This design comes from an exercise in tuning for small area on the open sky130 flow, not from production work.
Function was checked by simulation only, so behaviour that the tests miss may differ from the original.
Power and IR drop assume default switching activity.

$ cat flow/run.sh
#!/bin/bash
# Standard ORFS layout (bash standard.sh), with these changes:
#  - synthesis buffers are removed before global placement (as the timing-driven mode does);
#  - port buffers are sky130_fd_sc_hd__buf_1 instead of the default buffer_ports choice;
#  - CTS uses its own buffer list and sink clustering, and no dummy loads.
set -euo pipefail
export PRE_GLOBAL_PLACE_TCL="$PWD/flow/pre_gpl.tcl"
export BUFFER_PORTS_ARGS="-buffer_cell sky130_fd_sc_hd__buf_1"
export CTS_ARGS="-sink_clustering_enable -repair_clock_nets -dont_use_dummy_load -buf_list sky130_fd_sc_hd__clkbuf_8 -sink_clustering_size 15 -sink_clustering_max_diameter 50"
bash standard.sh > standard_flow.log 2>&1
$ cat flow/pre_gpl.tcl
remove_buffers
$ cat standard.sh
#!/bin/bash
# synth_recipe.tcl (not shown) runs the flow's synth.tcl, then flattens the netlist and writes it again
# the make line also repeats each setting of config.mk as NAME=value (left out here)
make -C /OpenROAD-flow-scripts/flow DESIGN_CONFIG=/design/flow/config.mk WORK_HOME=/design/flow/orfs CLKGATE_MAP_FILE= SYNTH_SCRIPT=/design/flow/synth_recipe.tcl "${@:-finish}"
$ cat config.mk
export PLATFORM = sky130hd
export DESIGN_NAME = regmap
export DESIGN_NICKNAME = regmap
export VERILOG_FILES = /design/flow/design.v
export SDC_FILE = /design/flow/constraint.sdc
export NUM_CORES = 4
export LEC_CHECK = 0
export CAP_MARGIN = 20
export CORE_MARGIN = 2
export CORE_UTILIZATION = 60
export GPL_TIMING_DRIVEN = 0
export SLEW_MARGIN = 20
$ cat constraint.sdc
create_clock -name core_clock -period 5.0 [get_ports {clk}]
set_input_delay 1.0000 -clock core_clock [delete_from_list [all_inputs] [get_ports {clk}]]
set_output_delay 1.0000 -clock core_clock [all_outputs]
set_load 0.01 [all_outputs]
$ cat design.v
module regmap #(
    parameter ADDR_W = 32,
    parameter DATA_W = 32,
    parameter STRB_W = DATA_W / 8
)(
    input clk,
    input rst,
    output [31:0] csr_sampl_num_val_out,
    output [15:0] csr_area0_start_val_out,
    output [15:0] csr_area1_start_val_out,
    output [15:0] csr_area2_start_val_out,
    output [15:0] csr_area0_end_val_out,
    output [15:0] csr_area1_end_val_out,
    output [15:0] csr_area2_end_val_out,
    output  csr_buf_ctrl_spec_req_out,
    output  csr_buf_ctrl_area_req_out,
    output [7:0] csr_acc_start_val_out,
    output [7:0] csr_acc_stop_val_out,
    output [15:0] csr_adc_th_val_out,
    output [2:0] csr_adc_filter_window_size_out,
    output  csr_adc_filter_bypass_out,
    output [3:0] csr_bline_ctrl_averagings_out,
    output  csr_bline_ctrl_auto_baseline_out,
    output [15:0] csr_bline_manual_val_out,
    output [15:0] csr_bline_acc_val_out,
    output [5:0] csr_bline_trend_delay_val_out,
    input csr_bline_actual_val_en,
    input [14:0] csr_bline_actual_val_in,
    output  csr_gate_ctrl_hysteresis_en_out,
    output  csr_gate_ctrl_pileup_reject_out,
    output [5:0] csr_gate_ctrl_pre_trigger_out,
    output  csr_dump_ctrl_enable_out,
    output [10:0] csr_dump_ctrl_samples_out,
    output [15:0] csr_pileup_acc_val_out,
    output [5:0] csr_pileup_trend_delay_val_out,
    input csr_pileup_actual_val_en,
    input  csr_pileup_actual_val_in,
    output  csr_pileup_cnt_ctrl_frame_rst_out,
    output  csr_pileup_cnt_ctrl_pileup_cnt_rst_out,
    input [31:0] csr_pileup_cnt_val_in,
    output [15:0] csr_count_th_0_val_out,
    input csr_count_val_0_val_en,
    input [31:0] csr_count_val_0_val_in,
    output [15:0] csr_count_th_1_val_out,
    input csr_count_val_1_val_en,
    input [31:0] csr_count_val_1_val_in,
    input [7:0] csr_ver_val_in,
    input [7:0] csr_sub_val_in,
    input [7:0] csr_rev_val_in,
    input  [ADDR_W-1:0] axil_awaddr,
    input  [2:0]        axil_awprot,
    input               axil_awvalid,
    output              axil_awready,
    input  [DATA_W-1:0] axil_wdata,
    input  [STRB_W-1:0] axil_wstrb,
    input               axil_wvalid,
    output              axil_wready,
    output [1:0]        axil_bresp,
    output              axil_bvalid,
    input               axil_bready,
    input  [ADDR_W-1:0] axil_araddr,
    input  [2:0]        axil_arprot,
    input               axil_arvalid,
    output              axil_arready,
    output [DATA_W-1:0] axil_rdata,
    output [1:0]        axil_rresp,
    output              axil_rvalid,
    input               axil_rready
);
reg        awflag, wflag, bvalid_q;
reg  [4:0] widx;
reg [31:0] sdat;
reg  [3:0] sstrb;
wire       wen = awflag & wflag;
assign axil_awready = ~awflag;
assign axil_wready  = ~wflag;
assign axil_bvalid  = bvalid_q;
assign axil_bresp   = 2'd0;
always @(posedge clk) begin
    awflag   <= ~rst & (awflag ? ~wflag : axil_awvalid);
    wflag    <= ~rst & (wflag ? ~awflag : axil_wvalid);
    bvalid_q <= ~rst & ~(bvalid_q & axil_bready) &
                (bvalid_q | (axil_wvalid & awflag) | (axil_awvalid & wflag) | wen);
    if (!awflag)
        widx <= (axil_awaddr[31:7] == 25'd0 && axil_awaddr[1:0] == 2'd0) ? axil_awaddr[6:2] : 5'h1f;
    if (!wflag) begin
        sdat  <= axil_wdata;
        sstrb <= axil_wstrb;
    end
end
wire [31:0] d_lo = sdat & {32{~rst}};
wire [31:0] d_hi = sdat | {32{rst}};
reg  [1:0] rstate;    
reg [31:0] rdata_q;
reg        rkeep;    
wire       r_idle = (rstate == 2'b00);
assign axil_arready = r_idle;
assign axil_rvalid  = (rstate == 2'b10);
assign axil_rdata   = rdata_q;
assign axil_rresp   = 2'd0;
always @(posedge clk) begin
    rstate[0] <= ~rst & ~rstate[1] & (rstate[0] | axil_arvalid);
    rstate[1] <= ~rst & (rstate[0] | (rstate[1] & ~axil_rready));
end
wire r_p1   = (rstate == 2'b01);
wire ra_lo = (axil_araddr[31:7] == 25'd0) && (axil_araddr[1:0] == 2'd0);
wire ra_hi = (axil_araddr[31:11] == 21'd0) && axil_araddr[10] && (axil_araddr[9:4] == 6'd0)
             && (axil_araddr[1:0] == 2'd0);
wire sampl_num_hit = wen && (widx == 5'd0);
wire [3:0] sampl_num_be = {4{rst}} | ({4{sampl_num_hit}} & sstrb[3:0]);
wire [31:0] sampl_num_rd;
reg  [31:0] sampl_num_val_q;
always @(posedge clk) begin
    if (sampl_num_be[0]) sampl_num_val_q[0] <= d_lo[0];
    if (sampl_num_be[0]) sampl_num_val_q[1] <= d_lo[1];
    if (sampl_num_be[0]) sampl_num_val_q[2] <= d_lo[2];
    if (sampl_num_be[0]) sampl_num_val_q[3] <= d_lo[3];
    if (sampl_num_be[0]) sampl_num_val_q[4] <= d_lo[4];
    if (sampl_num_be[0]) sampl_num_val_q[5] <= d_lo[5];
    if (sampl_num_be[0]) sampl_num_val_q[6] <= d_hi[6];
    if (sampl_num_be[0]) sampl_num_val_q[7] <= d_lo[7];
    if (sampl_num_be[1]) sampl_num_val_q[8] <= d_hi[8];
    if (sampl_num_be[1]) sampl_num_val_q[9] <= d_lo[9];
    if (sampl_num_be[1]) sampl_num_val_q[10] <= d_lo[10];
    if (sampl_num_be[1]) sampl_num_val_q[11] <= d_hi[11];
    if (sampl_num_be[1]) sampl_num_val_q[12] <= d_hi[12];
    if (sampl_num_be[1]) sampl_num_val_q[13] <= d_lo[13];
    if (sampl_num_be[1]) sampl_num_val_q[14] <= d_hi[14];
    if (sampl_num_be[1]) sampl_num_val_q[15] <= d_lo[15];
    if (sampl_num_be[2]) sampl_num_val_q[16] <= d_hi[16];
    if (sampl_num_be[2]) sampl_num_val_q[17] <= d_hi[17];
    if (sampl_num_be[2]) sampl_num_val_q[18] <= d_lo[18];
    if (sampl_num_be[2]) sampl_num_val_q[19] <= d_lo[19];
    if (sampl_num_be[2]) sampl_num_val_q[20] <= d_hi[20];
    if (sampl_num_be[2]) sampl_num_val_q[21] <= d_hi[21];
    if (sampl_num_be[2]) sampl_num_val_q[22] <= d_hi[22];
    if (sampl_num_be[2]) sampl_num_val_q[23] <= d_lo[23];
    if (sampl_num_be[3]) sampl_num_val_q[24] <= d_hi[24];
    if (sampl_num_be[3]) sampl_num_val_q[25] <= d_hi[25];
    if (sampl_num_be[3]) sampl_num_val_q[26] <= d_hi[26];
    if (sampl_num_be[3]) sampl_num_val_q[27] <= d_lo[27];
    if (sampl_num_be[3]) sampl_num_val_q[28] <= d_lo[28];
    if (sampl_num_be[3]) sampl_num_val_q[29] <= d_lo[29];
    if (sampl_num_be[3]) sampl_num_val_q[30] <= d_lo[30];
    if (sampl_num_be[3]) sampl_num_val_q[31] <= d_lo[31];
end
assign csr_sampl_num_val_out = sampl_num_val_q;
assign sampl_num_rd[31:0] = sampl_num_val_q;
wire area0_start_hit = wen && (widx == 5'd1);
wire [1:0] area0_start_be = {2{rst}} | ({2{area0_start_hit}} & sstrb[1:0]);
wire [31:0] area0_start_rd;
reg  [15:0] area0_start_val_q;
always @(posedge clk) begin
    if (area0_start_be[0]) area0_start_val_q[0] <= d_lo[0];
    if (area0_start_be[0]) area0_start_val_q[1] <= d_lo[1];
    if (area0_start_be[0]) area0_start_val_q[2] <= d_lo[2];
    if (area0_start_be[0]) area0_start_val_q[3] <= d_lo[3];
    if (area0_start_be[0]) area0_start_val_q[4] <= d_lo[4];
    if (area0_start_be[0]) area0_start_val_q[5] <= d_lo[5];
    if (area0_start_be[0]) area0_start_val_q[6] <= d_lo[6];
    if (area0_start_be[0]) area0_start_val_q[7] <= d_lo[7];
    if (area0_start_be[1]) area0_start_val_q[8] <= d_lo[8];
    if (area0_start_be[1]) area0_start_val_q[9] <= d_lo[9];
    if (area0_start_be[1]) area0_start_val_q[10] <= d_lo[10];
    if (area0_start_be[1]) area0_start_val_q[11] <= d_lo[11];
    if (area0_start_be[1]) area0_start_val_q[12] <= d_lo[12];
    if (area0_start_be[1]) area0_start_val_q[13] <= d_lo[13];
    if (area0_start_be[1]) area0_start_val_q[14] <= d_lo[14];
    if (area0_start_be[1]) area0_start_val_q[15] <= d_lo[15];
end
assign csr_area0_start_val_out = area0_start_val_q;
assign area0_start_rd[15:0] = area0_start_val_q;
assign area0_start_rd[31:16] = 16'd0;
wire area1_start_hit = wen && (widx == 5'd2);
wire [1:0] area1_start_be = {2{rst}} | ({2{area1_start_hit}} & sstrb[1:0]);
wire [31:0] area1_start_rd;
reg  [15:0] area1_start_val_q;
always @(posedge clk) begin
    if (area1_start_be[0]) area1_start_val_q[0] <= d_lo[0];
    if (area1_start_be[0]) area1_start_val_q[1] <= d_lo[1];
    if (area1_start_be[0]) area1_start_val_q[2] <= d_lo[2];
    if (area1_start_be[0]) area1_start_val_q[3] <= d_lo[3];
    if (area1_start_be[0]) area1_start_val_q[4] <= d_lo[4];
    if (area1_start_be[0]) area1_start_val_q[5] <= d_lo[5];
    if (area1_start_be[0]) area1_start_val_q[6] <= d_lo[6];
    if (area1_start_be[0]) area1_start_val_q[7] <= d_lo[7];
    if (area1_start_be[1]) area1_start_val_q[8] <= d_lo[8];
    if (area1_start_be[1]) area1_start_val_q[9] <= d_lo[9];
    if (area1_start_be[1]) area1_start_val_q[10] <= d_lo[10];
    if (area1_start_be[1]) area1_start_val_q[11] <= d_lo[11];
    if (area1_start_be[1]) area1_start_val_q[12] <= d_lo[12];
    if (area1_start_be[1]) area1_start_val_q[13] <= d_lo[13];
    if (area1_start_be[1]) area1_start_val_q[14] <= d_lo[14];
    if (area1_start_be[1]) area1_start_val_q[15] <= d_lo[15];
end
assign csr_area1_start_val_out = area1_start_val_q;
assign area1_start_rd[15:0] = area1_start_val_q;
assign area1_start_rd[31:16] = 16'd0;
wire area2_start_hit = wen && (widx == 5'd3);
wire [1:0] area2_start_be = {2{rst}} | ({2{area2_start_hit}} & sstrb[1:0]);
wire [31:0] area2_start_rd;
reg  [15:0] area2_start_val_q;
always @(posedge clk) begin
    if (area2_start_be[0]) area2_start_val_q[0] <= d_lo[0];
    if (area2_start_be[0]) area2_start_val_q[1] <= d_lo[1];
    if (area2_start_be[0]) area2_start_val_q[2] <= d_lo[2];
    if (area2_start_be[0]) area2_start_val_q[3] <= d_lo[3];
    if (area2_start_be[0]) area2_start_val_q[4] <= d_lo[4];
    if (area2_start_be[0]) area2_start_val_q[5] <= d_lo[5];
    if (area2_start_be[0]) area2_start_val_q[6] <= d_lo[6];
    if (area2_start_be[0]) area2_start_val_q[7] <= d_lo[7];
    if (area2_start_be[1]) area2_start_val_q[8] <= d_lo[8];
    if (area2_start_be[1]) area2_start_val_q[9] <= d_lo[9];
    if (area2_start_be[1]) area2_start_val_q[10] <= d_lo[10];
    if (area2_start_be[1]) area2_start_val_q[11] <= d_lo[11];
    if (area2_start_be[1]) area2_start_val_q[12] <= d_lo[12];
    if (area2_start_be[1]) area2_start_val_q[13] <= d_lo[13];
    if (area2_start_be[1]) area2_start_val_q[14] <= d_lo[14];
    if (area2_start_be[1]) area2_start_val_q[15] <= d_lo[15];
end
assign csr_area2_start_val_out = area2_start_val_q;
assign area2_start_rd[15:0] = area2_start_val_q;
assign area2_start_rd[31:16] = 16'd0;
wire area0_end_hit = wen && (widx == 5'd4);
wire [1:0] area0_end_be = {2{rst}} | ({2{area0_end_hit}} & sstrb[1:0]);
wire [31:0] area0_end_rd;
reg  [15:0] area0_end_val_q;
always @(posedge clk) begin
    if (area0_end_be[0]) area0_end_val_q[0] <= d_hi[0];
    if (area0_end_be[0]) area0_end_val_q[1] <= d_hi[1];
    if (area0_end_be[0]) area0_end_val_q[2] <= d_hi[2];
    if (area0_end_be[0]) area0_end_val_q[3] <= d_hi[3];
    if (area0_end_be[0]) area0_end_val_q[4] <= d_hi[4];
    if (area0_end_be[0]) area0_end_val_q[5] <= d_hi[5];
    if (area0_end_be[0]) area0_end_val_q[6] <= d_hi[6];
    if (area0_end_be[0]) area0_end_val_q[7] <= d_hi[7];
    if (area0_end_be[1]) area0_end_val_q[8] <= d_hi[8];
    if (area0_end_be[1]) area0_end_val_q[9] <= d_hi[9];
    if (area0_end_be[1]) area0_end_val_q[10] <= d_lo[10];
    if (area0_end_be[1]) area0_end_val_q[11] <= d_lo[11];
    if (area0_end_be[1]) area0_end_val_q[12] <= d_lo[12];
    if (area0_end_be[1]) area0_end_val_q[13] <= d_lo[13];
    if (area0_end_be[1]) area0_end_val_q[14] <= d_lo[14];
    if (area0_end_be[1]) area0_end_val_q[15] <= d_lo[15];
end
assign csr_area0_end_val_out = area0_end_val_q;
assign area0_end_rd[15:0] = area0_end_val_q;
assign area0_end_rd[31:16] = 16'd0;
wire area1_end_hit = wen && (widx == 5'd5);
wire [1:0] area1_end_be = {2{rst}} | ({2{area1_end_hit}} & sstrb[1:0]);
wire [31:0] area1_end_rd;
reg  [15:0] area1_end_val_q;
always @(posedge clk) begin
    if (area1_end_be[0]) area1_end_val_q[0] <= d_lo[0];
    if (area1_end_be[0]) area1_end_val_q[1] <= d_lo[1];
    if (area1_end_be[0]) area1_end_val_q[2] <= d_lo[2];
    if (area1_end_be[0]) area1_end_val_q[3] <= d_lo[3];
    if (area1_end_be[0]) area1_end_val_q[4] <= d_lo[4];
    if (area1_end_be[0]) area1_end_val_q[5] <= d_lo[5];
    if (area1_end_be[0]) area1_end_val_q[6] <= d_lo[6];
    if (area1_end_be[0]) area1_end_val_q[7] <= d_lo[7];
    if (area1_end_be[1]) area1_end_val_q[8] <= d_lo[8];
    if (area1_end_be[1]) area1_end_val_q[9] <= d_lo[9];
    if (area1_end_be[1]) area1_end_val_q[10] <= d_lo[10];
    if (area1_end_be[1]) area1_end_val_q[11] <= d_lo[11];
    if (area1_end_be[1]) area1_end_val_q[12] <= d_lo[12];
    if (area1_end_be[1]) area1_end_val_q[13] <= d_lo[13];
    if (area1_end_be[1]) area1_end_val_q[14] <= d_lo[14];
    if (area1_end_be[1]) area1_end_val_q[15] <= d_lo[15];
end
assign csr_area1_end_val_out = area1_end_val_q;
assign area1_end_rd[15:0] = area1_end_val_q;
assign area1_end_rd[31:16] = 16'd0;
wire area2_end_hit = wen && (widx == 5'd6);
wire [1:0] area2_end_be = {2{rst}} | ({2{area2_end_hit}} & sstrb[1:0]);
wire [31:0] area2_end_rd;
reg  [15:0] area2_end_val_q;
always @(posedge clk) begin
    if (area2_end_be[0]) area2_end_val_q[0] <= d_lo[0];
    if (area2_end_be[0]) area2_end_val_q[1] <= d_lo[1];
    if (area2_end_be[0]) area2_end_val_q[2] <= d_lo[2];
    if (area2_end_be[0]) area2_end_val_q[3] <= d_lo[3];
    if (area2_end_be[0]) area2_end_val_q[4] <= d_lo[4];
    if (area2_end_be[0]) area2_end_val_q[5] <= d_lo[5];
    if (area2_end_be[0]) area2_end_val_q[6] <= d_lo[6];
    if (area2_end_be[0]) area2_end_val_q[7] <= d_lo[7];
    if (area2_end_be[1]) area2_end_val_q[8] <= d_lo[8];
    if (area2_end_be[1]) area2_end_val_q[9] <= d_lo[9];
    if (area2_end_be[1]) area2_end_val_q[10] <= d_lo[10];
    if (area2_end_be[1]) area2_end_val_q[11] <= d_lo[11];
    if (area2_end_be[1]) area2_end_val_q[12] <= d_lo[12];
    if (area2_end_be[1]) area2_end_val_q[13] <= d_lo[13];
    if (area2_end_be[1]) area2_end_val_q[14] <= d_lo[14];
    if (area2_end_be[1]) area2_end_val_q[15] <= d_lo[15];
end
assign csr_area2_end_val_out = area2_end_val_q;
assign area2_end_rd[15:0] = area2_end_val_q;
assign area2_end_rd[31:16] = 16'd0;
wire buf_ctrl_hit = wen && (widx == 5'd7);
wire [0:0] buf_ctrl_be = {1{rst}} | ({1{buf_ctrl_hit}} & sstrb[0:0]);
reg  [0:0] buf_ctrl_spec_req_q;
always @(posedge clk) begin
    if (buf_ctrl_be[0]) buf_ctrl_spec_req_q[0] <= d_lo[0];
end
assign csr_buf_ctrl_spec_req_out = buf_ctrl_spec_req_q;
reg  [0:0] buf_ctrl_area_req_q;
always @(posedge clk) begin
    if (buf_ctrl_be[0]) buf_ctrl_area_req_q[0] <= d_lo[1];
end
assign csr_buf_ctrl_area_req_out = buf_ctrl_area_req_q;
wire acc_start_hit = wen && (widx == 5'd8);
wire [0:0] acc_start_be = {1{rst}} | ({1{acc_start_hit}} & sstrb[0:0]);
wire [31:0] acc_start_rd;
reg  [7:0] acc_start_val_q;
always @(posedge clk) begin
    if (acc_start_be[0]) acc_start_val_q[0] <= d_lo[0];
    if (acc_start_be[0]) acc_start_val_q[1] <= d_lo[1];
    if (acc_start_be[0]) acc_start_val_q[2] <= d_lo[2];
    if (acc_start_be[0]) acc_start_val_q[3] <= d_lo[3];
    if (acc_start_be[0]) acc_start_val_q[4] <= d_lo[4];
    if (acc_start_be[0]) acc_start_val_q[5] <= d_lo[5];
    if (acc_start_be[0]) acc_start_val_q[6] <= d_lo[6];
    if (acc_start_be[0]) acc_start_val_q[7] <= d_lo[7];
end
assign csr_acc_start_val_out = acc_start_val_q;
assign acc_start_rd[7:0] = acc_start_val_q;
assign acc_start_rd[31:8] = 24'd0;
wire acc_stop_hit = wen && (widx == 5'd9);
wire [0:0] acc_stop_be = {1{rst}} | ({1{acc_stop_hit}} & sstrb[0:0]);
wire [31:0] acc_stop_rd;
reg  [7:0] acc_stop_val_q;
always @(posedge clk) begin
    if (acc_stop_be[0]) acc_stop_val_q[0] <= d_lo[0];
    if (acc_stop_be[0]) acc_stop_val_q[1] <= d_lo[1];
    if (acc_stop_be[0]) acc_stop_val_q[2] <= d_lo[2];
    if (acc_stop_be[0]) acc_stop_val_q[3] <= d_lo[3];
    if (acc_stop_be[0]) acc_stop_val_q[4] <= d_lo[4];
    if (acc_stop_be[0]) acc_stop_val_q[5] <= d_lo[5];
    if (acc_stop_be[0]) acc_stop_val_q[6] <= d_lo[6];
    if (acc_stop_be[0]) acc_stop_val_q[7] <= d_hi[7];
end
assign csr_acc_stop_val_out = acc_stop_val_q;
assign acc_stop_rd[7:0] = acc_stop_val_q;
assign acc_stop_rd[31:8] = 24'd0;
wire adc_th_hit = wen && (widx == 5'd10);
wire [1:0] adc_th_be = {2{rst}} | ({2{adc_th_hit}} & sstrb[1:0]);
wire [31:0] adc_th_rd;
reg  [15:0] adc_th_val_q;
always @(posedge clk) begin
    if (adc_th_be[0]) adc_th_val_q[0] <= d_lo[0];
    if (adc_th_be[0]) adc_th_val_q[1] <= d_hi[1];
    if (adc_th_be[0]) adc_th_val_q[2] <= d_lo[2];
    if (adc_th_be[0]) adc_th_val_q[3] <= d_hi[3];
    if (adc_th_be[0]) adc_th_val_q[4] <= d_hi[4];
    if (adc_th_be[0]) adc_th_val_q[5] <= d_hi[5];
    if (adc_th_be[0]) adc_th_val_q[6] <= d_hi[6];
    if (adc_th_be[0]) adc_th_val_q[7] <= d_hi[7];
    if (adc_th_be[1]) adc_th_val_q[8] <= d_lo[8];
    if (adc_th_be[1]) adc_th_val_q[9] <= d_lo[9];
    if (adc_th_be[1]) adc_th_val_q[10] <= d_lo[10];
    if (adc_th_be[1]) adc_th_val_q[11] <= d_lo[11];
    if (adc_th_be[1]) adc_th_val_q[12] <= d_lo[12];
    if (adc_th_be[1]) adc_th_val_q[13] <= d_lo[13];
    if (adc_th_be[1]) adc_th_val_q[14] <= d_lo[14];
    if (adc_th_be[1]) adc_th_val_q[15] <= d_lo[15];
end
assign csr_adc_th_val_out = adc_th_val_q;
assign adc_th_rd[15:0] = adc_th_val_q;
assign adc_th_rd[31:16] = 16'd0;
wire adc_filter_hit = wen && (widx == 5'd11);
wire [0:0] adc_filter_be = {1{rst}} | ({1{adc_filter_hit}} & sstrb[0:0]);
wire [31:0] adc_filter_rd;
reg  [2:0] adc_filter_window_size_q;
always @(posedge clk) begin
    if (adc_filter_be[0]) adc_filter_window_size_q[0] <= d_lo[0];
    if (adc_filter_be[0]) adc_filter_window_size_q[1] <= d_hi[1];
    if (adc_filter_be[0]) adc_filter_window_size_q[2] <= d_lo[2];
end
assign csr_adc_filter_window_size_out = adc_filter_window_size_q;
assign adc_filter_rd[2:0] = adc_filter_window_size_q;
reg  [0:0] adc_filter_bypass_q;
always @(posedge clk) begin
    if (adc_filter_be[0]) adc_filter_bypass_q[0] <= d_hi[7];
end
assign csr_adc_filter_bypass_out = adc_filter_bypass_q;
assign adc_filter_rd[7:7] = adc_filter_bypass_q;
assign adc_filter_rd[6:3] = 4'd0;
assign adc_filter_rd[31:8] = 24'd0;
wire bline_ctrl_hit = wen && (widx == 5'd12);
wire [0:0] bline_ctrl_be = {1{rst}} | ({1{bline_ctrl_hit}} & sstrb[0:0]);
wire [31:0] bline_ctrl_rd;
reg  [3:0] bline_ctrl_averagings_q;
always @(posedge clk) begin
    if (bline_ctrl_be[0]) bline_ctrl_averagings_q[0] <= d_lo[0];
    if (bline_ctrl_be[0]) bline_ctrl_averagings_q[1] <= d_hi[1];
    if (bline_ctrl_be[0]) bline_ctrl_averagings_q[2] <= d_hi[2];
    if (bline_ctrl_be[0]) bline_ctrl_averagings_q[3] <= d_lo[3];
end
assign csr_bline_ctrl_averagings_out = bline_ctrl_averagings_q;
assign bline_ctrl_rd[3:0] = bline_ctrl_averagings_q;
reg  [0:0] bline_ctrl_auto_baseline_q;
always @(posedge clk) begin
    if (bline_ctrl_be[0]) bline_ctrl_auto_baseline_q[0] <= d_lo[7];
end
assign csr_bline_ctrl_auto_baseline_out = bline_ctrl_auto_baseline_q;
assign bline_ctrl_rd[7:7] = bline_ctrl_auto_baseline_q;
assign bline_ctrl_rd[6:4] = 3'd0;
assign bline_ctrl_rd[31:8] = 24'd0;
wire bline_manual_hit = wen && (widx == 5'd13);
wire [1:0] bline_manual_be = {2{rst}} | ({2{bline_manual_hit}} & sstrb[1:0]);
wire [31:0] bline_manual_rd;
reg  [15:0] bline_manual_val_q;
always @(posedge clk) begin
    if (bline_manual_be[0]) bline_manual_val_q[0] <= d_lo[0];
    if (bline_manual_be[0]) bline_manual_val_q[1] <= d_lo[1];
    if (bline_manual_be[0]) bline_manual_val_q[2] <= d_lo[2];
    if (bline_manual_be[0]) bline_manual_val_q[3] <= d_lo[3];
    if (bline_manual_be[0]) bline_manual_val_q[4] <= d_lo[4];
    if (bline_manual_be[0]) bline_manual_val_q[5] <= d_lo[5];
    if (bline_manual_be[0]) bline_manual_val_q[6] <= d_lo[6];
    if (bline_manual_be[0]) bline_manual_val_q[7] <= d_lo[7];
    if (bline_manual_be[1]) bline_manual_val_q[8] <= d_lo[8];
    if (bline_manual_be[1]) bline_manual_val_q[9] <= d_lo[9];
    if (bline_manual_be[1]) bline_manual_val_q[10] <= d_lo[10];
    if (bline_manual_be[1]) bline_manual_val_q[11] <= d_lo[11];
    if (bline_manual_be[1]) bline_manual_val_q[12] <= d_lo[12];
    if (bline_manual_be[1]) bline_manual_val_q[13] <= d_lo[13];
    if (bline_manual_be[1]) bline_manual_val_q[14] <= d_lo[14];
    if (bline_manual_be[1]) bline_manual_val_q[15] <= d_lo[15];
end
assign csr_bline_manual_val_out = bline_manual_val_q;
assign bline_manual_rd[15:0] = bline_manual_val_q;
assign bline_manual_rd[31:16] = 16'd0;
wire bline_acc_hit = wen && (widx == 5'd14);
wire [1:0] bline_acc_be = {2{rst}} | ({2{bline_acc_hit}} & sstrb[1:0]);
wire [31:0] bline_acc_rd;
reg  [15:0] bline_acc_val_q;
always @(posedge clk) begin
    if (bline_acc_be[0]) bline_acc_val_q[0] <= d_lo[0];
    if (bline_acc_be[0]) bline_acc_val_q[1] <= d_lo[1];
    if (bline_acc_be[0]) bline_acc_val_q[2] <= d_hi[2];
    if (bline_acc_be[0]) bline_acc_val_q[3] <= d_lo[3];
    if (bline_acc_be[0]) bline_acc_val_q[4] <= d_hi[4];
    if (bline_acc_be[0]) bline_acc_val_q[5] <= d_lo[5];
    if (bline_acc_be[0]) bline_acc_val_q[6] <= d_lo[6];
    if (bline_acc_be[0]) bline_acc_val_q[7] <= d_lo[7];
    if (bline_acc_be[1]) bline_acc_val_q[8] <= d_lo[8];
    if (bline_acc_be[1]) bline_acc_val_q[9] <= d_lo[9];
    if (bline_acc_be[1]) bline_acc_val_q[10] <= d_lo[10];
    if (bline_acc_be[1]) bline_acc_val_q[11] <= d_lo[11];
    if (bline_acc_be[1]) bline_acc_val_q[12] <= d_lo[12];
    if (bline_acc_be[1]) bline_acc_val_q[13] <= d_lo[13];
    if (bline_acc_be[1]) bline_acc_val_q[14] <= d_lo[14];
    if (bline_acc_be[1]) bline_acc_val_q[15] <= d_lo[15];
end
assign csr_bline_acc_val_out = bline_acc_val_q;
assign bline_acc_rd[15:0] = bline_acc_val_q;
assign bline_acc_rd[31:16] = 16'd0;
wire bline_trend_delay_hit = wen && (widx == 5'd15);
wire [0:0] bline_trend_delay_be = {1{rst}} | ({1{bline_trend_delay_hit}} & sstrb[0:0]);
wire [31:0] bline_trend_delay_rd;
reg  [5:0] bline_trend_delay_val_q;
always @(posedge clk) begin
    if (bline_trend_delay_be[0]) bline_trend_delay_val_q[0] <= d_hi[0];
    if (bline_trend_delay_be[0]) bline_trend_delay_val_q[1] <= d_hi[1];
    if (bline_trend_delay_be[0]) bline_trend_delay_val_q[2] <= d_hi[2];
    if (bline_trend_delay_be[0]) bline_trend_delay_val_q[3] <= d_hi[3];
    if (bline_trend_delay_be[0]) bline_trend_delay_val_q[4] <= d_lo[4];
    if (bline_trend_delay_be[0]) bline_trend_delay_val_q[5] <= d_lo[5];
end
assign csr_bline_trend_delay_val_out = bline_trend_delay_val_q;
assign bline_trend_delay_rd[5:0] = bline_trend_delay_val_q;
assign bline_trend_delay_rd[31:6] = 26'd0;
wire [31:0] bline_actual_rd;
reg  [14:0] bline_actual_val_q;
reg bline_actual_val_q_v;
always @(posedge clk) begin
    if (csr_bline_actual_val_en) bline_actual_val_q <= csr_bline_actual_val_in;
    bline_actual_val_q_v <= ~rst & (bline_actual_val_q_v | csr_bline_actual_val_en);
end
assign bline_actual_rd[14:0] = bline_actual_val_q & {15{bline_actual_val_q_v}};
assign bline_actual_rd[31:15] = 17'd0;
wire gate_ctrl_hit = wen && (widx == 5'd17);
wire [0:0] gate_ctrl_be = {1{rst}} | ({1{gate_ctrl_hit}} & sstrb[0:0]);
wire [31:0] gate_ctrl_rd;
reg  [0:0] gate_ctrl_hysteresis_en_q;
always @(posedge clk) begin
    if (gate_ctrl_be[0]) gate_ctrl_hysteresis_en_q[0] <= d_lo[0];
end
assign csr_gate_ctrl_hysteresis_en_out = gate_ctrl_hysteresis_en_q;
assign gate_ctrl_rd[0:0] = gate_ctrl_hysteresis_en_q;
reg  [0:0] gate_ctrl_pileup_reject_q;
always @(posedge clk) begin
    if (gate_ctrl_be[0]) gate_ctrl_pileup_reject_q[0] <= d_lo[1];
end
assign csr_gate_ctrl_pileup_reject_out = gate_ctrl_pileup_reject_q;
assign gate_ctrl_rd[1:1] = gate_ctrl_pileup_reject_q;
reg  [5:0] gate_ctrl_pre_trigger_q;
always @(posedge clk) begin
    if (gate_ctrl_be[0]) gate_ctrl_pre_trigger_q[0] <= d_lo[2];
    if (gate_ctrl_be[0]) gate_ctrl_pre_trigger_q[1] <= d_lo[3];
    if (gate_ctrl_be[0]) gate_ctrl_pre_trigger_q[2] <= d_lo[4];
    if (gate_ctrl_be[0]) gate_ctrl_pre_trigger_q[3] <= d_lo[5];
    if (gate_ctrl_be[0]) gate_ctrl_pre_trigger_q[4] <= d_lo[6];
    if (gate_ctrl_be[0]) gate_ctrl_pre_trigger_q[5] <= d_lo[7];
end
assign csr_gate_ctrl_pre_trigger_out = gate_ctrl_pre_trigger_q;
assign gate_ctrl_rd[7:2] = gate_ctrl_pre_trigger_q;
assign gate_ctrl_rd[31:8] = 24'd0;
wire dump_ctrl_hit = wen && (widx == 5'd18);
wire [1:0] dump_ctrl_be = {2{rst}} | ({2{dump_ctrl_hit}} & sstrb[1:0]);
wire [31:0] dump_ctrl_rd;
reg dump_ctrl_enable_q;
always @(posedge clk) dump_ctrl_enable_q <= ~rst & dump_ctrl_hit & sstrb[0] & sdat[0];
assign csr_dump_ctrl_enable_out = dump_ctrl_enable_q;
reg  [10:0] dump_ctrl_samples_q;
always @(posedge clk) begin
    if (dump_ctrl_be[0]) dump_ctrl_samples_q[0] <= d_lo[1];
    if (dump_ctrl_be[0]) dump_ctrl_samples_q[1] <= d_lo[2];
    if (dump_ctrl_be[0]) dump_ctrl_samples_q[2] <= d_lo[3];
    if (dump_ctrl_be[0]) dump_ctrl_samples_q[3] <= d_lo[4];
    if (dump_ctrl_be[0]) dump_ctrl_samples_q[4] <= d_lo[5];
    if (dump_ctrl_be[0]) dump_ctrl_samples_q[5] <= d_lo[6];
    if (dump_ctrl_be[0]) dump_ctrl_samples_q[6] <= d_lo[7];
    if (dump_ctrl_be[1]) dump_ctrl_samples_q[7] <= d_lo[8];
    if (dump_ctrl_be[1]) dump_ctrl_samples_q[8] <= d_lo[9];
    if (dump_ctrl_be[1]) dump_ctrl_samples_q[9] <= d_lo[10];
    if (dump_ctrl_be[1]) dump_ctrl_samples_q[10] <= d_lo[11];
end
assign csr_dump_ctrl_samples_out = dump_ctrl_samples_q;
assign dump_ctrl_rd[11:1] = dump_ctrl_samples_q;
assign dump_ctrl_rd[0:0] = 1'd0;
assign dump_ctrl_rd[31:12] = 20'd0;
wire pileup_acc_hit = wen && (widx == 5'd19);
wire [1:0] pileup_acc_be = {2{rst}} | ({2{pileup_acc_hit}} & sstrb[1:0]);
wire [31:0] pileup_acc_rd;
reg  [15:0] pileup_acc_val_q;
always @(posedge clk) begin
    if (pileup_acc_be[0]) pileup_acc_val_q[0] <= d_lo[0];
    if (pileup_acc_be[0]) pileup_acc_val_q[1] <= d_lo[1];
    if (pileup_acc_be[0]) pileup_acc_val_q[2] <= d_hi[2];
    if (pileup_acc_be[0]) pileup_acc_val_q[3] <= d_lo[3];
    if (pileup_acc_be[0]) pileup_acc_val_q[4] <= d_hi[4];
    if (pileup_acc_be[0]) pileup_acc_val_q[5] <= d_lo[5];
    if (pileup_acc_be[0]) pileup_acc_val_q[6] <= d_lo[6];
    if (pileup_acc_be[0]) pileup_acc_val_q[7] <= d_lo[7];
    if (pileup_acc_be[1]) pileup_acc_val_q[8] <= d_lo[8];
    if (pileup_acc_be[1]) pileup_acc_val_q[9] <= d_lo[9];
    if (pileup_acc_be[1]) pileup_acc_val_q[10] <= d_lo[10];
    if (pileup_acc_be[1]) pileup_acc_val_q[11] <= d_lo[11];
    if (pileup_acc_be[1]) pileup_acc_val_q[12] <= d_lo[12];
    if (pileup_acc_be[1]) pileup_acc_val_q[13] <= d_lo[13];
    if (pileup_acc_be[1]) pileup_acc_val_q[14] <= d_lo[14];
    if (pileup_acc_be[1]) pileup_acc_val_q[15] <= d_lo[15];
end
assign csr_pileup_acc_val_out = pileup_acc_val_q;
assign pileup_acc_rd[15:0] = pileup_acc_val_q;
assign pileup_acc_rd[31:16] = 16'd0;
wire pileup_trend_delay_hit = wen && (widx == 5'd20);
wire [0:0] pileup_trend_delay_be = {1{rst}} | ({1{pileup_trend_delay_hit}} & sstrb[0:0]);
wire [31:0] pileup_trend_delay_rd;
reg  [5:0] pileup_trend_delay_val_q;
always @(posedge clk) begin
    if (pileup_trend_delay_be[0]) pileup_trend_delay_val_q[0] <= d_lo[0];
    if (pileup_trend_delay_be[0]) pileup_trend_delay_val_q[1] <= d_lo[1];
    if (pileup_trend_delay_be[0]) pileup_trend_delay_val_q[2] <= d_lo[2];
    if (pileup_trend_delay_be[0]) pileup_trend_delay_val_q[3] <= d_lo[3];
    if (pileup_trend_delay_be[0]) pileup_trend_delay_val_q[4] <= d_lo[4];
    if (pileup_trend_delay_be[0]) pileup_trend_delay_val_q[5] <= d_lo[5];
end
assign csr_pileup_trend_delay_val_out = pileup_trend_delay_val_q;
assign pileup_trend_delay_rd[5:0] = pileup_trend_delay_val_q;
assign pileup_trend_delay_rd[31:6] = 26'd0;
wire [31:0] pileup_actual_rd;
reg  [0:0] pileup_actual_val_q;
reg pileup_actual_val_q_v;
always @(posedge clk) begin
    if (csr_pileup_actual_val_en) pileup_actual_val_q <= csr_pileup_actual_val_in;
    pileup_actual_val_q_v <= ~rst & (pileup_actual_val_q_v | csr_pileup_actual_val_en);
end
assign pileup_actual_rd[0:0] = pileup_actual_val_q & {1{pileup_actual_val_q_v}};
assign pileup_actual_rd[31:1] = 31'd0;
wire pileup_cnt_ctrl_hit = wen && (widx == 5'd22);
wire [0:0] pileup_cnt_ctrl_be = {1{rst}} | ({1{pileup_cnt_ctrl_hit}} & sstrb[0:0]);
wire [31:0] pileup_cnt_ctrl_rd;
reg  [0:0] pileup_cnt_ctrl_frame_rst_q;
always @(posedge clk) begin
    if (pileup_cnt_ctrl_be[0]) pileup_cnt_ctrl_frame_rst_q[0] <= d_lo[0];
end
assign csr_pileup_cnt_ctrl_frame_rst_out = pileup_cnt_ctrl_frame_rst_q;
assign pileup_cnt_ctrl_rd[0:0] = pileup_cnt_ctrl_frame_rst_q;
reg pileup_cnt_ctrl_pileup_cnt_rst_q;
always @(posedge clk) pileup_cnt_ctrl_pileup_cnt_rst_q <= ~rst & pileup_cnt_ctrl_hit & sstrb[0] & sdat[1];
assign csr_pileup_cnt_ctrl_pileup_cnt_rst_out = pileup_cnt_ctrl_pileup_cnt_rst_q;
assign pileup_cnt_ctrl_rd[31:1] = 31'd0;
wire count_th_0_hit = wen && (widx == 5'd24);
wire [1:0] count_th_0_be = {2{rst}} | ({2{count_th_0_hit}} & sstrb[1:0]);
wire [31:0] count_th_0_rd;
reg  [15:0] count_th_0_val_q;
always @(posedge clk) begin
    if (count_th_0_be[0]) count_th_0_val_q[0] <= d_lo[0];
    if (count_th_0_be[0]) count_th_0_val_q[1] <= d_hi[1];
    if (count_th_0_be[0]) count_th_0_val_q[2] <= d_lo[2];
    if (count_th_0_be[0]) count_th_0_val_q[3] <= d_hi[3];
    if (count_th_0_be[0]) count_th_0_val_q[4] <= d_hi[4];
    if (count_th_0_be[0]) count_th_0_val_q[5] <= d_hi[5];
    if (count_th_0_be[0]) count_th_0_val_q[6] <= d_hi[6];
    if (count_th_0_be[0]) count_th_0_val_q[7] <= d_hi[7];
    if (count_th_0_be[1]) count_th_0_val_q[8] <= d_lo[8];
    if (count_th_0_be[1]) count_th_0_val_q[9] <= d_lo[9];
    if (count_th_0_be[1]) count_th_0_val_q[10] <= d_lo[10];
    if (count_th_0_be[1]) count_th_0_val_q[11] <= d_lo[11];
    if (count_th_0_be[1]) count_th_0_val_q[12] <= d_lo[12];
    if (count_th_0_be[1]) count_th_0_val_q[13] <= d_lo[13];
    if (count_th_0_be[1]) count_th_0_val_q[14] <= d_lo[14];
    if (count_th_0_be[1]) count_th_0_val_q[15] <= d_lo[15];
end
assign csr_count_th_0_val_out = count_th_0_val_q;
assign count_th_0_rd[15:0] = count_th_0_val_q;
assign count_th_0_rd[31:16] = 16'd0;
wire [31:0] count_val_0_rd;
reg  [31:0] count_val_0_val_q;
reg count_val_0_val_q_v;
always @(posedge clk) begin
    if (csr_count_val_0_val_en) count_val_0_val_q <= csr_count_val_0_val_in;
    count_val_0_val_q_v <= ~rst & (count_val_0_val_q_v | csr_count_val_0_val_en);
end
assign count_val_0_rd[31:0] = count_val_0_val_q & {32{count_val_0_val_q_v}};
wire count_th_1_hit = wen && (widx == 5'd26);
wire [1:0] count_th_1_be = {2{rst}} | ({2{count_th_1_hit}} & sstrb[1:0]);
wire [31:0] count_th_1_rd;
reg  [15:0] count_th_1_val_q;
always @(posedge clk) begin
    if (count_th_1_be[0]) count_th_1_val_q[0] <= d_lo[0];
    if (count_th_1_be[0]) count_th_1_val_q[1] <= d_lo[1];
    if (count_th_1_be[0]) count_th_1_val_q[2] <= d_hi[2];
    if (count_th_1_be[0]) count_th_1_val_q[3] <= d_lo[3];
    if (count_th_1_be[0]) count_th_1_val_q[4] <= d_hi[4];
    if (count_th_1_be[0]) count_th_1_val_q[5] <= d_hi[5];
    if (count_th_1_be[0]) count_th_1_val_q[6] <= d_hi[6];
    if (count_th_1_be[0]) count_th_1_val_q[7] <= d_hi[7];
    if (count_th_1_be[1]) count_th_1_val_q[8] <= d_hi[8];
    if (count_th_1_be[1]) count_th_1_val_q[9] <= d_lo[9];
    if (count_th_1_be[1]) count_th_1_val_q[10] <= d_lo[10];
    if (count_th_1_be[1]) count_th_1_val_q[11] <= d_lo[11];
    if (count_th_1_be[1]) count_th_1_val_q[12] <= d_lo[12];
    if (count_th_1_be[1]) count_th_1_val_q[13] <= d_lo[13];
    if (count_th_1_be[1]) count_th_1_val_q[14] <= d_lo[14];
    if (count_th_1_be[1]) count_th_1_val_q[15] <= d_lo[15];
end
assign csr_count_th_1_val_out = count_th_1_val_q;
assign count_th_1_rd[15:0] = count_th_1_val_q;
assign count_th_1_rd[31:16] = 16'd0;
wire [31:0] count_val_1_rd;
reg  [31:0] count_val_1_val_q;
reg count_val_1_val_q_v;
always @(posedge clk) begin
    if (csr_count_val_1_val_en) count_val_1_val_q <= csr_count_val_1_val_in;
    count_val_1_val_q_v <= ~rst & (count_val_1_val_q_v | csr_count_val_1_val_en);
end
assign count_val_1_rd[31:0] = count_val_1_val_q & {32{count_val_1_val_q_v}};
wire [31:0] rq =
    ({32{rdata_q[4:0] == 5'd0}} & sampl_num_rd)  |
    ({32{rdata_q[4:0] == 5'd1}} & area0_start_rd)  |
    ({32{rdata_q[4:0] == 5'd2}} & area1_start_rd)  |
    ({32{rdata_q[4:0] == 5'd3}} & area2_start_rd)  |
    ({32{rdata_q[4:0] == 5'd4}} & area0_end_rd)  |
    ({32{rdata_q[4:0] == 5'd5}} & area1_end_rd)  |
    ({32{rdata_q[4:0] == 5'd6}} & area2_end_rd)  |
    ({32{rdata_q[4:0] == 5'd8}} & acc_start_rd)  |
    ({32{rdata_q[4:0] == 5'd9}} & acc_stop_rd)  |
    ({32{rdata_q[4:0] == 5'd10}} & adc_th_rd)  |
    ({32{rdata_q[4:0] == 5'd11}} & adc_filter_rd)  |
    ({32{rdata_q[4:0] == 5'd12}} & bline_ctrl_rd)  |
    ({32{rdata_q[4:0] == 5'd13}} & bline_manual_rd)  |
    ({32{rdata_q[4:0] == 5'd14}} & bline_acc_rd)  |
    ({32{rdata_q[4:0] == 5'd15}} & bline_trend_delay_rd)  |
    ({32{rdata_q[4:0] == 5'd16}} & bline_actual_rd)  |
    ({32{rdata_q[4:0] == 5'd17}} & gate_ctrl_rd)  |
    ({32{rdata_q[4:0] == 5'd18}} & dump_ctrl_rd)  |
    ({32{rdata_q[4:0] == 5'd19}} & pileup_acc_rd)  |
    ({32{rdata_q[4:0] == 5'd20}} & pileup_trend_delay_rd)  |
    ({32{rdata_q[4:0] == 5'd21}} & pileup_actual_rd)  |
    ({32{rdata_q[4:0] == 5'd22}} & pileup_cnt_ctrl_rd)  |
    ({32{rdata_q[4:0] == 5'd24}} & count_th_0_rd)  |
    ({32{rdata_q[4:0] == 5'd25}} & count_val_0_rd)  |
    ({32{rdata_q[4:0] == 5'd26}} & count_th_1_rd)  |
    ({32{rdata_q[4:0] == 5'd27}} & count_val_1_rd);
wire ra_idx = ra_lo && (axil_araddr[6:2] == 5'd0 || axil_araddr[6:2] == 5'd1 || axil_araddr[6:2] == 5'd2 || axil_araddr[6:2] == 5'd3 || axil_araddr[6:2] == 5'd4 || axil_araddr[6:2] == 5'd5 || axil_araddr[6:2] == 5'd6 || axil_araddr[6:2] == 5'd8 || axil_araddr[6:2] == 5'd9 || axil_araddr[6:2] == 5'd10 || axil_araddr[6:2] == 5'd11 || axil_araddr[6:2] == 5'd12 || axil_araddr[6:2] == 5'd13 || axil_araddr[6:2] == 5'd14 || axil_araddr[6:2] == 5'd15 || axil_araddr[6:2] == 5'd16 || axil_araddr[6:2] == 5'd17 || axil_araddr[6:2] == 5'd18 || axil_araddr[6:2] == 5'd19 || axil_araddr[6:2] == 5'd20 || axil_araddr[6:2] == 5'd21 || axil_araddr[6:2] == 5'd22 || axil_araddr[6:2] == 5'd24 || axil_araddr[6:2] == 5'd25 || axil_araddr[6:2] == 5'd26 || axil_araddr[6:2] == 5'd27);
wire [31:0] ra_word =
    ({32{(ra_lo && axil_araddr[6:2] == 5'd23)}} & csr_pileup_cnt_val_in)  |
    ({32{(ra_hi && axil_araddr[3:2] == 2'd0)}} & {{24{1'b0}}, csr_ver_val_in})  |
    ({32{(ra_hi && axil_araddr[3:2] == 2'd1)}} & {{24{1'b0}}, csr_sub_val_in})  |
    ({32{(ra_hi && axil_araddr[3:2] == 2'd2)}} & {{24{1'b0}}, csr_rev_val_in})  |
    {27'd0, {5{ra_idx}} & axil_araddr[6:2]};
always @(posedge clk) begin
    if (r_idle) begin
        rdata_q <= ra_word;
        rkeep   <= ~ra_idx;
    end else if (r_p1 && !rkeep) begin
        rdata_q <= rq;
    end
end
endmodule
==> metrics.log, run 1 <==
INFO  metric outcome = complete, no violations
INFO  metric synth_cell_types = 72
INFO  metric worst_hold_path_type = register to register
INFO  metric timing.critical_path.from_type = register
INFO  metric design.die.area = 0.0315 sq mm
INFO  metric ff2ff_path_depth = 6
INFO  metric rsz_0062_raised_after_global_routing = no
INFO  metric buffer_ports.inserted = 568
INFO  metric synth.top_cell.area_share = 72.6%
INFO  metric cp-endpoint = axil_arready
INFO  metric highest_net_fanout_along_the_worst_path = 48
INFO  metric power_leakage = 7.17 nW
INFO  metric cts.hold.buffers_added = 0
INFO  metric syn_std_cell_area = 0.0181 sq mm
INFO  metric largest_net_degree_at_the_start_of_global_routing = 49
INFO  metric synth-warning-count = 1
INFO  metric drt-total-wl = 70.6 mm
INFO  metric via_count = 14200
INFO  metric num-nets-final = 1949
INFO  metric die_y = 178 um
INFO  metric clock_tree.root_cell = sky130_fd_sc_hd__clkbuf_8
INFO  metric layout_worst_path_cycle_share = 88.7%
INFO  metric async_flop_share = 0%
INFO  metric wire_per_inst = 33.8 um
INFO  metric timing.reg2reg.setup_slack = 0.63 ns
INFO  metric postLayoutSetupSlackWorst = 0.563 ns
INFO  metric floorplan.initialDensity = 61.0%
INFO  metric finalSetupTns = 0 ns
INFO  metric synth-main-ff-cell = sky130_fd_sc_hd__edfxtp_1
INFO  metric post-route-min-period = 4.44 ns
INFO  metric layout-area-overhead-vs-synth = 17.4%
INFO  metric drv.max_cap_violation_count = 0
INFO  metric clock-skew-final = 0.0594 ns
INFO  metric multi_input_combinational_cell_area = 0.00432 sq mm
INFO  metric cts.repair_timing.setup_buffer_count = 0
INFO  metric syn_inst = 1137
INFO  metric finalCoreUtilization = 71.6%
INFO  metric cts_tree = done
INFO  metric final_common_cell = sky130_fd_sc_hd__buf_1
INFO  metric placement_rows = 63
INFO  metric dp.final_hpwl = 51.4 mm
INFO  metric worstMarginPinSlew = 1.25 ns
INFO  metric setup_viol_count_final = 0
INFO  metric dieWidth = 178 um
INFO  metric max_rail_drop_vdd = 252 uV
INFO  metric slew_viol_final = 0
INFO  metric clk_pin_slew = 0.09 ns
INFO  metric first_global_vias = 13100
INFO  metric globalRoute.totalOverflow = 0
INFO  metric synth_top_cell_by_area = sky130_fd_sc_hd__edfxtp_1
INFO  metric cts_sinks = 448
INFO  metric worstReg2RegEnd = rdata_q[5]$_DFFE_PP_
INFO  metric finalHoldViolCount = 0
INFO  metric max-clock-path-buffers = 3
INFO  metric tritoncts.num_buffers = 41
INFO  metric timing.critical_path.required = 4.00 ns
INFO  metric core_area = 0.0296 sq mm
INFO  metric avgViaCountPerCell = 6.80
INFO  metric ctsResizeCount = 0
INFO  metric worstSkewPairLatency = 0.58 ns
INFO  metric cp.arrival = 3.44 ns
INFO  metric design.portCount = 579
INFO  metric max_slew_margin = 16.7%
INFO  metric grt_util_all_layers = 43.6%
INFO  metric cts_htree_levels = 2
INFO  metric fillCellCount = 2105
INFO  metric drt_first_iter_violations = 2594
INFO  metric rr_startpoint = rstate[0]$_DFF_P_
INFO  metric most_frequent_cells_in_the_layout = sky130_fd_sc_hd__buf_1, sky130_fd_sc_hd__edfxtp_1, sky130_fd_sc_hd__a21oi_1, sky130_fd_sc_hd__a22oi_1, sky130_fd_sc_hd__and3_1
INFO  metric synth_edf_count = 437
INFO  metric grt_first_pass_wirelength = 93.9 mm
INFO  metric dp_worst_setup_slack = 0.922 ns
INFO  metric final-instance-count-excl-fill = 2088
INFO  metric timing.fmax = 0.225 GHz
INFO  metric place.detailed.instances = 2042
INFO  metric grt_antenna_before_repair = 5
INFO  metric residual_antenna_violating_net_count_after_detailed_routing = 0
INFO  metric drc = 0
INFO  metric synth_area_per_cell = 15.9 sq um
INFO  metric drtPass1Iterations = 7
INFO  metric timing.critical_path.from = rstate[0]$_DFF_P_
INFO  metric seq_area = 0.0133 sq mm
INFO  metric crit_type = register to output port
INFO  metric layout-drive-gt1-share = 7.73%
INFO  metric critical_path_end_type = output port
INFO  metric synthTopCellsByArea = sky130_fd_sc_hd__edfxtp_1, sky130_fd_sc_hd__a22oi_1, sky130_fd_sc_hd__a21oi_1, sky130_fd_sc_hd__and3_1, sky130_fd_sc_hd__nor2b_1
INFO  metric flops_latches_synth = 448
INFO  metric synth.yosys.seq_area_share = 73.8%
INFO  metric routability_driven_placement_congestion_ratio = 0.996
INFO  metric power_density = 369 mW/mm^2
==> power breakdown <==
group / leakage (nW) / internal (mW) / total, mW / switching (mW)
clock: 0.295 / 0.735 / 1.88 / 1.14
combinational: 2.45 / 0.392 / 1.31 / 0.920
sequential: 4.43 / 4.46 / 4.65 / 0.193
total: 7.17 / 5.58 / 7.84 / 2.26
==> sequential cells by signal, indices dropped and copies added, names as in the netlist, 32 cells and up <==
name and count:
count_val_0_val_q 32, count_val_1_val_q 32, rdata_q 32, sampl_num_val_q 32
sdat 32
==> Yosys cell counts, types with 8 or more instances <==
master / number
sky130_fd_sc_hd__a221oi_1: 14
sky130_fd_sc_hd__buf_6: 13
sky130_fd_sc_hd__a22oi_1: 50
sky130_fd_sc_hd__and3_1: 49
sky130_fd_sc_hd__nor4_1: 17
sky130_fd_sc_hd__mux2_2: 8
sky130_fd_sc_hd__a32oi_1: 12
sky130_fd_sc_hd__and4_1: 11
sky130_fd_sc_hd__a21oi_1: 65
sky130_fd_sc_hd__or2_2: 23
sky130_fd_sc_hd__inv_1: 10
sky130_fd_sc_hd__buf_4: 12
sky130_fd_sc_hd__nand2_1: 18
sky130_fd_sc_hd__a21o_1: 30
sky130_fd_sc_hd__edfxtp_1: 437
sky130_fd_sc_hd__a31oi_1: 15
sky130_fd_sc_hd__mux2i_1: 20
sky130_fd_sc_hd__o21ai_0: 10
sky130_fd_sc_hd__a2111oi_0: 12
sky130_fd_sc_hd__a222oi_1: 18
sky130_fd_sc_hd__buf_2: 18
sky130_fd_sc_hd__nor3_1: 20
sky130_fd_sc_hd__nand3b_1: 9
sky130_fd_sc_hd__nor2_1: 32
sky130_fd_sc_hd__clkbuf_1: 29
sky130_fd_sc_hd__nand4_1: 8
sky130_fd_sc_hd__dfxtp_1: 11
sky130_fd_sc_hd__a22o_1: 21
sky130_fd_sc_hd__nor2b_1: 40
==> worst min-delay path by stage <==
stage	startpoint	to	slack [ns]	depth (start not counted)
after floorplan	pileup_actual_val_q_v$_DFF_P_	pileup_actual_val_q_v$_DFF_P_	0.44	2
after CTS	pileup_actual_val_q_v$_DFF_P_	pileup_actual_val_q_v$_DFF_P_	0.50	2
after global routing	pileup_actual_val_q_v$_DFF_P_	pileup_actual_val_q_v$_DFF_P_	0.52	2
after global placement	pileup_actual_val_q_v$_DFF_P_	pileup_actual_val_q_v$_DFF_P_	0.46	2
after detailed placement	pileup_actual_val_q_v$_DFF_P_	pileup_actual_val_q_v$_DFF_P_	0.48	2
final	pileup_actual_val_q_v$_DFF_P_	pileup_actual_val_q_v$_DFF_P_	0.50	2
==> cell families after synthesis <==
| kind of cell | Yosys count | share of synthesized area [%] |
|---|---|---|
| mux | 29 | 1.67 |
| buf+inv | 84 | 2.66 |
| flops | 448 | 73.8 |
| compound gates | 293 | 12.1 |
| simple gates | 282 | 9.79 |
| other cells | 1 | 0.0207 |
==> worst max-delay path, stage by stage, from the launching register on <==
cell                       delay (ns)
sky130_fd_sc_hd__dfxtp_1         0.43
sky130_fd_sc_hd__or2_2           0.86
sky130_fd_sc_hd__clkinv_1        1.19
sky130_fd_sc_hd__buf_1           0.37
==> layer usage <==
layer / GRT usage (%) / up-vias / part of all wire [%]
met4: 17.2 / 0 / 4.7
met5: 0 / - / 0
met1: 58.0 / 6875 / 33
met3: 14.6 / 216 / 17
met2: 67.0 / 1407 / 46
li1: - / 5705 / -
==> layout make-up <==
type,instances,area share [%]
diodes,4,0.0471
clock buffers,41,2.66
inverters,11,0.194
multi-input cells,608,20.3
flip-flops and latches,448,62.8
well taps,390,2.30
repair buffers,586,11.6
==> through the flow <==
step                      hold WS [ns]  power [mW]  instance area, sq um
after floorplan                  0.438        5.32                 18100
after global placement           0.460        5.90                 20300
after detailed placement         0.482        5.96                 20600
after CTS                        0.499        7.75                 21200
after global routing             0.521        8.00                 21200
final                            0.496        7.84                 21200
==> inputs of run 2 (changes only) <==
--- a/flow/run.sh
+++ b/flow/run.sh
@@ -6,5 +6,5 @@
 set -euo pipefail
 export PRE_GLOBAL_PLACE_TCL="$PWD/flow/pre_gpl.tcl"
 export BUFFER_PORTS_ARGS="-buffer_cell sky130_fd_sc_hd__buf_1"
-export CTS_ARGS="-sink_clustering_enable -repair_clock_nets -dont_use_dummy_load -buf_list sky130_fd_sc_hd__clkbuf_8 -sink_clustering_size 15 -sink_clustering_max_diameter 50"
+export CTS_ARGS="-sink_clustering_enable -repair_clock_nets -dont_use_dummy_load -buf_list sky130_fd_sc_hd__clkbuf_16 -sink_clustering_size 25 -sink_clustering_max_diameter 60"
 bash standard.sh > standard_flow.log 2>&1
==> run 2 against run 1 <==
  * Area after synthesis unchanged
  * Critical path depth unchanged
  * Non-clock buffer count unchanged
  * Routed wire length increased by 0.41%
  * Cell count decreased by 0.38%
==> metrics.log, run 2 <==
INFO  metric synth-warning-count = 1
INFO  metric most_repeated_cell_in_the_gate_level_netlist_after_synthesis = sky130_fd_sc_hd__edfxtp_1
INFO  metric layout-area-overhead-vs-synth = 19.0%
INFO  metric placement_rows = 63
INFO  metric routability_driven_placement_congestion_ratio = 0.996
INFO  metric critical_path_end_type = output port
INFO  metric cts_htree_levels = 2
INFO  metric clock_tree.root_cell = sky130_fd_sc_hd__clkbuf_16
INFO  metric floorplan.initialDensity = 61.0%
INFO  metric layout-drive-gt1-share = 7.35%
INFO  metric total_power_after_layout = 8.37 mW
INFO  metric commonest_cells_in_the_netlist = sky130_fd_sc_hd__edfxtp_1, sky130_fd_sc_hd__a21oi_1, sky130_fd_sc_hd__a22oi_1
INFO  metric cts.repair_timing.setup_buffer_count = 0
INFO  metric synth_edf_count = 437
INFO  metric min_to = pileup_actual_val_q_v$_DFF_P_
INFO  metric timing.reg2reg.setup_slack = 0.59 ns
INFO  metric timing.critical_path.from_type = register
INFO  metric rsz_0062_raised_after_global_routing = no
INFO  metric rr_startpoint = rstate[0]$_DFF_P_
INFO  metric syn_std_cell_area = 0.0181 sq mm
INFO  metric most_frequent_cells_in_the_layout = sky130_fd_sc_hd__buf_1, sky130_fd_sc_hd__edfxtp_1, sky130_fd_sc_hd__a21oi_1, sky130_fd_sc_hd__a22oi_1, sky130_fd_sc_hd__and3_1
INFO  metric post-route-min-period = 4.43 ns
INFO  metric synth_cell_types = 72
INFO  metric synth.yosys.seq_area_share = 73.8%
INFO  metric outcome = complete, no violations
INFO  metric avgViaCountPerCell = 6.89
INFO  metric wire_per_inst = 34.1 um
INFO  metric hold_start = pileup_actual_val_q_v$_DFF_P_
INFO  metric flops_latches_synth = 448
INFO  metric buffer_ports.inserted = 568
INFO  metric crit_type = register to output port
INFO  metric dieWidth = 178 um
INFO  metric dp.final_hpwl = 51.4 mm
INFO  metric cts_sinks = 448
INFO  metric synth_area_per_cell = 15.9 sq um
INFO  metric layout_worst_path_cycle_share = 88.5%
INFO  metric synth.top_cell.area_share = 72.6%
INFO  metric first_global_vias = 13100
INFO  metric grt_util_all_layers = 43.7%
INFO  metric multi_input_combinational_cell_area = 0.00432 sq mm
INFO  metric power_density = 389 mW/mm^2
INFO  metric cts_tree = done
INFO  metric ctsResizeCount = 0
INFO  metric via_count = 14300
INFO  metric globalRoute.totalOverflow = 0
INFO  metric largest_net_degree_at_the_start_of_global_routing = 49
INFO  metric num-nets-final = 1942
INFO  metric highest_net_fanout_along_the_worst_path = 48
INFO  metric timing.critical_path.required = 4.00 ns
INFO  metric final_common_cell = sky130_fd_sc_hd__buf_1
INFO  metric drt-total-wl = 70.9 mm
INFO  metric worstReg2RegEnd = rdata_q[5]$_DFFE_PP_
INFO  metric slew_viol_final = 0
INFO  metric clock-skew-final = 0.0514 ns
INFO  metric dpl_cell_area = 0.0206 sq mm
INFO  metric hold_ws = 0.491 ns
INFO  metric syn_inst = 1137
INFO  metric max-clock-path-buffers = 3
INFO  metric cp.arrival = 3.43 ns
INFO  metric seq_area = 0.0133 sq mm
INFO  metric finalHoldViolCount = 0
INFO  metric fillCellCount = 2036
INFO  metric synth_top_cell_by_area = sky130_fd_sc_hd__edfxtp_1
INFO  metric setup_viol_count_final = 0
INFO  metric design.die.area = 0.0315 sq mm
INFO  metric worst_hold_path_type = register to register
INFO  metric cts.hold.buffers_added = 0
INFO  metric die_y = 178 um
INFO  metric clk_pin_slew = 0.07 ns
INFO  metric residual_antenna_violating_net_count_after_detailed_routing = 0
INFO  metric max_slew_margin = 18.4%
INFO  metric power_leakage = 7.29 nW
INFO  metric worstMarginPinSlew = 1.22 ns
INFO  metric holdPathStages = 2
INFO  metric async_flop_share = 0%
INFO  metric grt_antenna_before_repair = 6
INFO  metric ff2ff_path_depth = 6
INFO  metric drv.max_cap_violation_count = 0
INFO  metric synthTopCellsByArea = sky130_fd_sc_hd__edfxtp_1, sky130_fd_sc_hd__a22oi_1, sky130_fd_sc_hd__a21oi_1, sky130_fd_sc_hd__and3_1, sky130_fd_sc_hd__nor2b_1
INFO  metric fin_area = 0.0215 sq mm
INFO  metric synth-main-ff-cell = sky130_fd_sc_hd__edfxtp_1
INFO  metric worstSkewPairLatency = 0.53 ns
INFO  metric max_rail_drop_vdd = 311 uV
INFO  metric tritoncts.num_buffers = 34
INFO  metric drc = 0
INFO  metric drt_first_iter_violations = 2752
INFO  metric design.portCount = 579
INFO  metric core_area = 0.0296 sq mm
INFO  metric drtPass1Iterations = 8
INFO  metric timing.fmax = 0.226 GHz
INFO  metric grt_first_pass_wirelength = 94.0 mm
==> run 2: cell counts after synthesis <==
Identical to the previous run, type by type.
==> run 2: final cells by class <==
class | instances | area share, %
tap | 390 | 2.27
multi-input combinational | 608 | 20.1
sequential | 448 | 62.0
timing repair buffer | 586 | 11.5
clock buffer | 34 | 3.95
inverter | 11 | 0.192
antenna | 3 | 0.0349
==> run 2: how the worst max path moves through the flow <==
stage	startpoint	end	slack, ns	cells past startpoint
3_3_place_gp	rst	pileup_acc_val_q[0]$_DFFE_PP_	-0.65	2
3_5_place_dp	rstate[0]$_DFF_P_	rdata_q[5]$_DFFE_PP_	0.92	6
6_report	rstate[0]$_DFF_P_	axil_arready	0.57	3
5_1_grt	rstate[0]$_DFF_P_	axil_arready	0.59	3
4_1_cts	rstate[0]$_DFF_P_	axil_arready	0.72	3
2_1_floorplan	wflag$_DFF_P_	bline_acc_val_q[0]$_DFFE_PP_	2.55	5
==> run 2: critical path: stages, from the launching register on <==
cell and delay [ns]:
sky130_fd_sc_hd__dfxtp_1 0.42, sky130_fd_sc_hd__or2_2 0.87, sky130_fd_sc_hd__clkinv_1 1.22, sky130_fd_sc_hd__buf_1 0.37
==> run 2: per-layer routing <==
| metal | GRT usage [%] | wire (um) | part of all wire (%) |
|---|---|---|---|
| met1 | 58.7 | 23400 | 33 |
| met2 | 67.4 | 32300 | 46 |
| met3 | 13.4 | 11600 | 16 |
| met4 | 17.4 | 3410 | 4.8 |
| met5 | 0 | 120 | 0.17 |
==> run 2: where the power goes <==
part           leakage (nW)  internal (mW)  switching [mW]
clock                 0.419           1.21            1.20
sequential             4.43           4.46           0.194
combinational          2.45          0.392           0.921
==> run 2: kinds of logic (layout without fill, tap and decap cells) <==
family / after synthesis / count (layout) / share of synthesized area [%]
buffers and inverters: 84 / 631 / 2.66
flip-flops: 448 / 448 / 73.8
AO/OA/AOI/OAI: 293 / 293 / 12.1
multiplexers: 29 / 29 / 1.67
AND/OR/NAND/NOR: 282 / 282 / 9.79
other: 1 / 7 / 0.0207
==> run 2: per-stage QoR <==
stage	util, %	cells	TNS (ns)	setup WS (ns)
after detailed placement	69.6	2042	0	0.922
after floorplan	-	1140	0	2.55
after global routing	72.6	2078	0	0.588
final	72.6	2080	0	0.573
after global placement	68.4	2025	-74.58	-0.653
after CTS	72.4	2076	0	0.716

-- what the ideal ports hide --
The flow's constraints put no driver on any port. The routed layouts listed below were extracted and timed again, unchanged, in two steps.
Step 1 (the two cells are an assumption about what drives the block):
set clk [get_ports {clk}]
set_driving_cell -lib_cell sky130_fd_sc_hd__clkbuf_16 $clk
set_driving_cell -lib_cell sky130_fd_sc_hd__buf_2 [delete_from_list [all_inputs] $clk]
Step 2 times the ports against the registers' clock, not the clock port: input delays grow and output delays shrink by t, the midpoint of the rising clock arrivals with the driver on.
a / b / c = ideal / step 1 / step 2; a / b = the first two.
run | t (ns) | setup WS [ns] | worst hold slack (ns) | clock arrival spread, ns | worst register clock-pin slew, ns
run 1 | 0.603 | 0.563 / 0.514 / 0.629 | 0.496 / 0.496 / 0.496 | 0.059 / 0.059 | 0.10 / 0.10
run 2 | 0.566 | 0.573 / 0.520 / 0.586 | 0.491 / 0.491 / 0.491 | 0.065 / 0.065 | 0.10 / 0.10
After both steps setup and hold are still met in every run listed.
